Context: an optimization exercise on an open-source flow, tuned for small area. The choices shown serve that exercise and are no tape-out recipe. Function was checked by simulation only, so behaviour that the tests miss may differ from the original. No driver is modelled on the clock port, so clocking that relies on it looks cheaper here than on a real chip. No activity file was given, so power comes from the tool's default toggle rates.

== oak ==
// DistanceSensor
module DistanceSensor(input CLOCK_50, input reset, input echo, output reg trig, output [6:0] HEX3, HEX2, HEX1, HEX0);
Size in the first run: about 210 cells after synthesis, roughly 32 I/O pins.
clock: 30.0 ns
lec_check: 0
cap_margin: 20
core_margin: 2
core_utilization: 40
slew_margin: 20
standard.sh (not shown) runs the stock make flow with config.mk's settings and CLKGATE_MAP_FILE= SYNTH_SCRIPT=/design/flow/synth_recipe.tcl, a recipe that flattens the netlist after the stock synthesis.
==> flow/flow/run.sh <==
#!/bin/bash
# Own layout flow: the standard synthesis, then a stronger area-oriented
# re-mapping of the combinational logic only (every flip-flop instance of the
# standard synthesis is kept as it is, with its name and cell type), then the
# standard ORFS layout with small port buffers and clock buffers.
set -euo pipefail
HERE=$(pwd)
PLAT=$FLOW_HOME/platforms/$FLOW_PLATFORM
LIB=$PLAT/lib/sky130_fd_sc_hd__tt_025C_1v80.lib
RES=$HERE/orfs/results/$FLOW_PLATFORM/DistanceSensor/base
PORTBUF="BUFFER_PORTS_ARGS=-buffer_cell sky130_fd_sc_hd__buf_1"

bash standard.sh synth > synth.log 2>&1
cp $RES/1_2_yosys.v $HERE/std_synth.v

# Re-map with 8 random seeds and two mappings, four at a time; keep
# the smallest netlist that passes yosys's check.
VARIANTS=""
for S in $(seq 0 7); do for D in 0 1; do VARIANTS="$VARIANTS ${S}_${D}"; done; done
run_one() {
  local V=$1 S=${1%_*} D=${1#*_} DCH=""
  [[ $D == 1 ]] && DCH="\&dch -f"
  sed -e "s#@T@#30#" -e "s#@S@#$S#" -e "s#@DCH@#$DCH#" flow/deep.abc.in > deep_$V.abc
  sed -e "s#@LIB@#$LIB#g" -e "s#@IN@#$HERE/std_synth.v#" -e "s#@TOP@#$FLOW_TOP#g" \
      -e "s#@ABC@#$HERE/deep_$V.abc#" -e "s#@OUT@#$HERE/resyn_$V.v#" flow/resyn.ys.in > resyn_$V.ys
  yosys -l resyn_$V.log resyn_$V.ys > /dev/null 2>&1 || true
}
N=0
for V in $VARIANTS; do
  run_one $V &
  N=$((N + 1))
  if (( N % 4 == 0 )); then wait; fi
done
wait
BEST=""; BESTA=""
for V in $VARIANTS; do
  [[ -f resyn_$V.v ]] || continue
  if yosys -l resyn_check_$V.log -p "read_liberty -lib $LIB; read_verilog $HERE/resyn_$V.v; hierarchy -top $FLOW_TOP; check -assert -mapped" > /dev/null 2>&1; then
    A=$(grep 'Chip area' resyn_$V.log | awk '{print $NF}')
    echo "$V $A" >> resyn_areas.txt
    if [[ -z "$BEST" ]] || awk "BEGIN{exit !($A < $BESTA)}"; then BEST=$V; BESTA=$A; fi
  fi
done
echo "best seed: ${BEST:-none} area ${BESTA:-}" > resyn_choice.txt
if [[ -n "$BEST" ]]; then
  cp $HERE/resyn_$BEST.v $RES/1_2_yosys.v
  rm -f $RES/1_synth.odb $RES/1_synth.sdc
fi

bash standard.sh "$PORTBUF" SKIP_REPAIR_TIE_FANOUT=1 POST_CTS_TCL=$HERE/flow/downsize_clk.tcl CTS_ARGS="$(cat flow/cts.args)" finish > layout.log 2>&1
==> flow/flow/downsize_clk.tcl <==
# Runs after clock tree synthesis (POST_CTS_TCL).
# Downsize clock buffers while every flip-flop clock pin keeps a slew under
# the limit (estimated from placement).
proc worst_clk_slew {} {
  set worst 0
  foreach pin [get_pins -hierarchical */CLK] {
    set s [get_property $pin slew_max]
    if {$s > $worst} { set worst $s }
  }
  return $worst
}
set limit 0.110
estimate_parasitics -placement
puts "downsize_clk: start worst clock slew [worst_clk_slew]"
set smaller {sky130_fd_sc_hd__clkbuf_4 sky130_fd_sc_hd__clkbuf_2 sky130_fd_sc_hd__clkbuf_1}
foreach inst [get_cells *] {
  set m [get_property $inst ref_name]
  set idx [lsearch $smaller $m]
  if {$idx < 0} continue
  set out [get_pins -of_objects $inst -filter "direction == output"]
  set net [get_nets -of_objects $out]
  if {![string match "clknet*" [get_property $net name]]} continue
  while {$idx + 1 < [llength $smaller]} {
    set cand [lindex $smaller [expr {$idx + 1}]]
    replace_cell $inst $cand
    estimate_parasitics -placement
    set w [worst_clk_slew]
    if {$w > $limit} {
      replace_cell $inst [lindex $smaller $idx]
      estimate_parasitics -placement
      break
    }
    puts "downsize_clk: [get_property $inst name] -> $cand (worst $w)"
    incr idx
  }
}
puts "downsize_clk: end worst clock slew [worst_clk_slew]"
check_placement -verbose
Other scripts of this flow, unchanged in this note and not shown: flow/flow/cts.args, flow/flow/deep.abc.in, flow/flow/resyn.ys.in
oak completed every stage of the flow, and the final layout passed the timing, DRC and antenna checks.
Setup changes, oak to pine
diff --git a/flow/flow/run.sh b/flow/flow/run.sh
--- a/flow/flow/run.sh
+++ b/flow/flow/run.sh
@@ -16 +16 @@
-# Re-map with 8 random seeds and two mappings, four at a time; keep
+# Re-map with several random seeds and two mappings, four at a time; keep
@@ -19 +19 @@
-for S in $(seq 0 7); do for D in 0 1; do VARIANTS="$VARIANTS ${S}_${D}"; done; done
+for S in 0 1 2 3 4 5 6 7; do for D in 0 1; do VARIANTS="$VARIANTS ${S}_${D}"; done; done
@@ -50 +50 @@
-bash standard.sh "$PORTBUF" SKIP_REPAIR_TIE_FANOUT=1 POST_CTS_TCL=$HERE/flow/downsize_clk.tcl CTS_ARGS="$(cat flow/cts.args)" finish > layout.log 2>&1
+bash standard.sh "$PORTBUF" SKIP_REPAIR_TIE_FANOUT=1 CTS_ARGS="$(cat flow/cts.args)" finish > layout.log 2>&1
removed: flow/flow/downsize_clk.tcl
==> comparison <==
- On wire length, oak tracks pine almost exactly.
- Comparing maximum frequency for pine and oak, the smaller number came from oak.
- Post-layout worst setup margin on pine is ahead of oak.
- Register-to-register slack: pine vs oak, no meaningful difference
- Diff oak -> pine | clock network fraction of total power | increase of 2.0 points
- Compared with oak, pine degrades final area.
- Re first-iteration DRC count: no difference whatsoever between oak and pine.
> inputs changed (pine -> birch)
diff --git a/flow/flow/run.sh b/flow/flow/run.sh
--- a/flow/flow/run.sh
+++ b/flow/flow/run.sh
@@ -50 +50 @@
-bash standard.sh "$PORTBUF" SKIP_REPAIR_TIE_FANOUT=1 CTS_ARGS="$(cat flow/cts.args)" finish > layout.log 2>&1
+bash standard.sh "$PORTBUF" CTS_ARGS="$(cat flow/cts.args)" finish > layout.log 2>&1
## What came out
Compared with pine, in birch cell area after synthesis stayed essentially flat, peak supply drop rose by about 10%, global-route wire length before repair up about 2%, met1 usage now sits lower. As far as post-cts resize count goes, pine and birch are indistinguishable; the numbers are identical. Sum of routed wire segments on met1 was higher in the run labelled pine. Total power of birch is lower than that of pine. pine -> birch: final area flat.
#### Input delta (maple over birch)
- swapping 20 for 0 in CAP_MARGIN
- swapping 20 for 0 in SLEW_MARGIN
diff --git a/flow/flow/run.sh b/flow/flow/run.sh
--- a/flow/flow/run.sh
+++ b/flow/flow/run.sh
@@ -16 +16 @@
-# Re-map with several random seeds and two mappings, four at a time; keep
+# Re-map with 8 random seeds and two mappings, four at a time; keep
@@ -19 +19 @@
-for S in 0 1 2 3 4 5 6 7; do for D in 0 1; do VARIANTS="$VARIANTS ${S}_${D}"; done; done
+for S in $(seq 0 7); do for D in 0 1; do VARIANTS="$VARIANTS ${S}_${D}"; done; done
@@ -50 +50 @@
-bash standard.sh "$PORTBUF" CTS_ARGS="$(cat flow/cts.args)" finish > layout.log 2>&1
+bash standard.sh "$PORTBUF" SKIP_REPAIR_TIE_FANOUT=1 POST_CTS_TCL=$HERE/flow/downsize_clk.tcl CTS_ARGS="$(cat flow/cts.args)" finish > layout.log 2>&1
==> flow/flow/downsize_clk.tcl (new file) <==
# Runs after clock tree synthesis (POST_CTS_TCL).
# Downsize clock buffers while every flip-flop clock pin keeps a slew under
# the limit (estimated from placement).
proc worst_clk_slew {} {
  set worst 0
  foreach pin [get_pins -hierarchical */CLK] {
    set s [get_property $pin slew_max]
    if {$s > $worst} { set worst $s }
  }
  return $worst
}
set limit 0.110
estimate_parasitics -placement
puts "downsize_clk: start worst clock slew [worst_clk_slew]"
set smaller {sky130_fd_sc_hd__clkbuf_4 sky130_fd_sc_hd__clkbuf_2 sky130_fd_sc_hd__clkbuf_1}
foreach inst [get_cells *] {
  set m [get_property $inst ref_name]
  set idx [lsearch $smaller $m]
  if {$idx < 0} continue
  set out [get_pins -of_objects $inst -filter "direction == output"]
  set net [get_nets -of_objects $out]
  if {![string match "clknet*" [get_property $net name]]} continue
  while {$idx + 1 < [llength $smaller]} {
    set cand [lindex $smaller [expr {$idx + 1}]]
    replace_cell $inst $cand
    estimate_parasitics -placement
    set w [worst_clk_slew]
    if {$w > $limit} {
      replace_cell $inst [lindex $smaller $idx]
      estimate_parasitics -placement
      break
    }
    puts "downsize_clk: [get_property $inst name] -> $cand (worst $w)"
    incr idx
  }
}
puts "downsize_clk: end worst clock slew [worst_clk_slew]"
check_placement -verbose
==> run notes <==
Taking birch as the reference, in maple post-placement setup slack increased 220 ps, sum of overflow across all layers after global routing essentially unchanged, clock network fraction of total power decreased 1.9 points.
Total power was lower in maple than in birch.

separate check: timing with driven ports:
Ports are ideal in the flow. The routed layouts listed here were re-timed in OpenROAD. Step 1 assumes that a clkbuf_16 drives the clock port and a buf_2 every other input. Step 2 moves the port delays by t, midway between the first and last clock arrival at a register: inputs arrive t later, outputs are due t later. That takes back most of the time a late clock gives input paths. Slacks: no drivers / after step 1 / after step 2; pairs: no drivers / after step 1.
run	shift t [ns]	setup WS [ns]	worst setup path at the end	clock arrival spread, ns	slew at the worst register clock pin (ns)
oak	0.460	21.798 / 21.773 / 22.137	input to register	0.046 / 0.046	0.11 / 0.11
pine	0.404	21.862 / 21.837 / 22.129	input to register	0.031 / 0.032	0.10 / 0.10
birch	0.395	21.825 / 21.802 / 21.935	input to register	0.023 / 0.023	0.09 / 0.09
maple	0.461	21.800 / 21.775 / 22.125	input to register	0.047 / 0.047	0.10 / 0.10
After both steps every run listed still meets setup and hold.
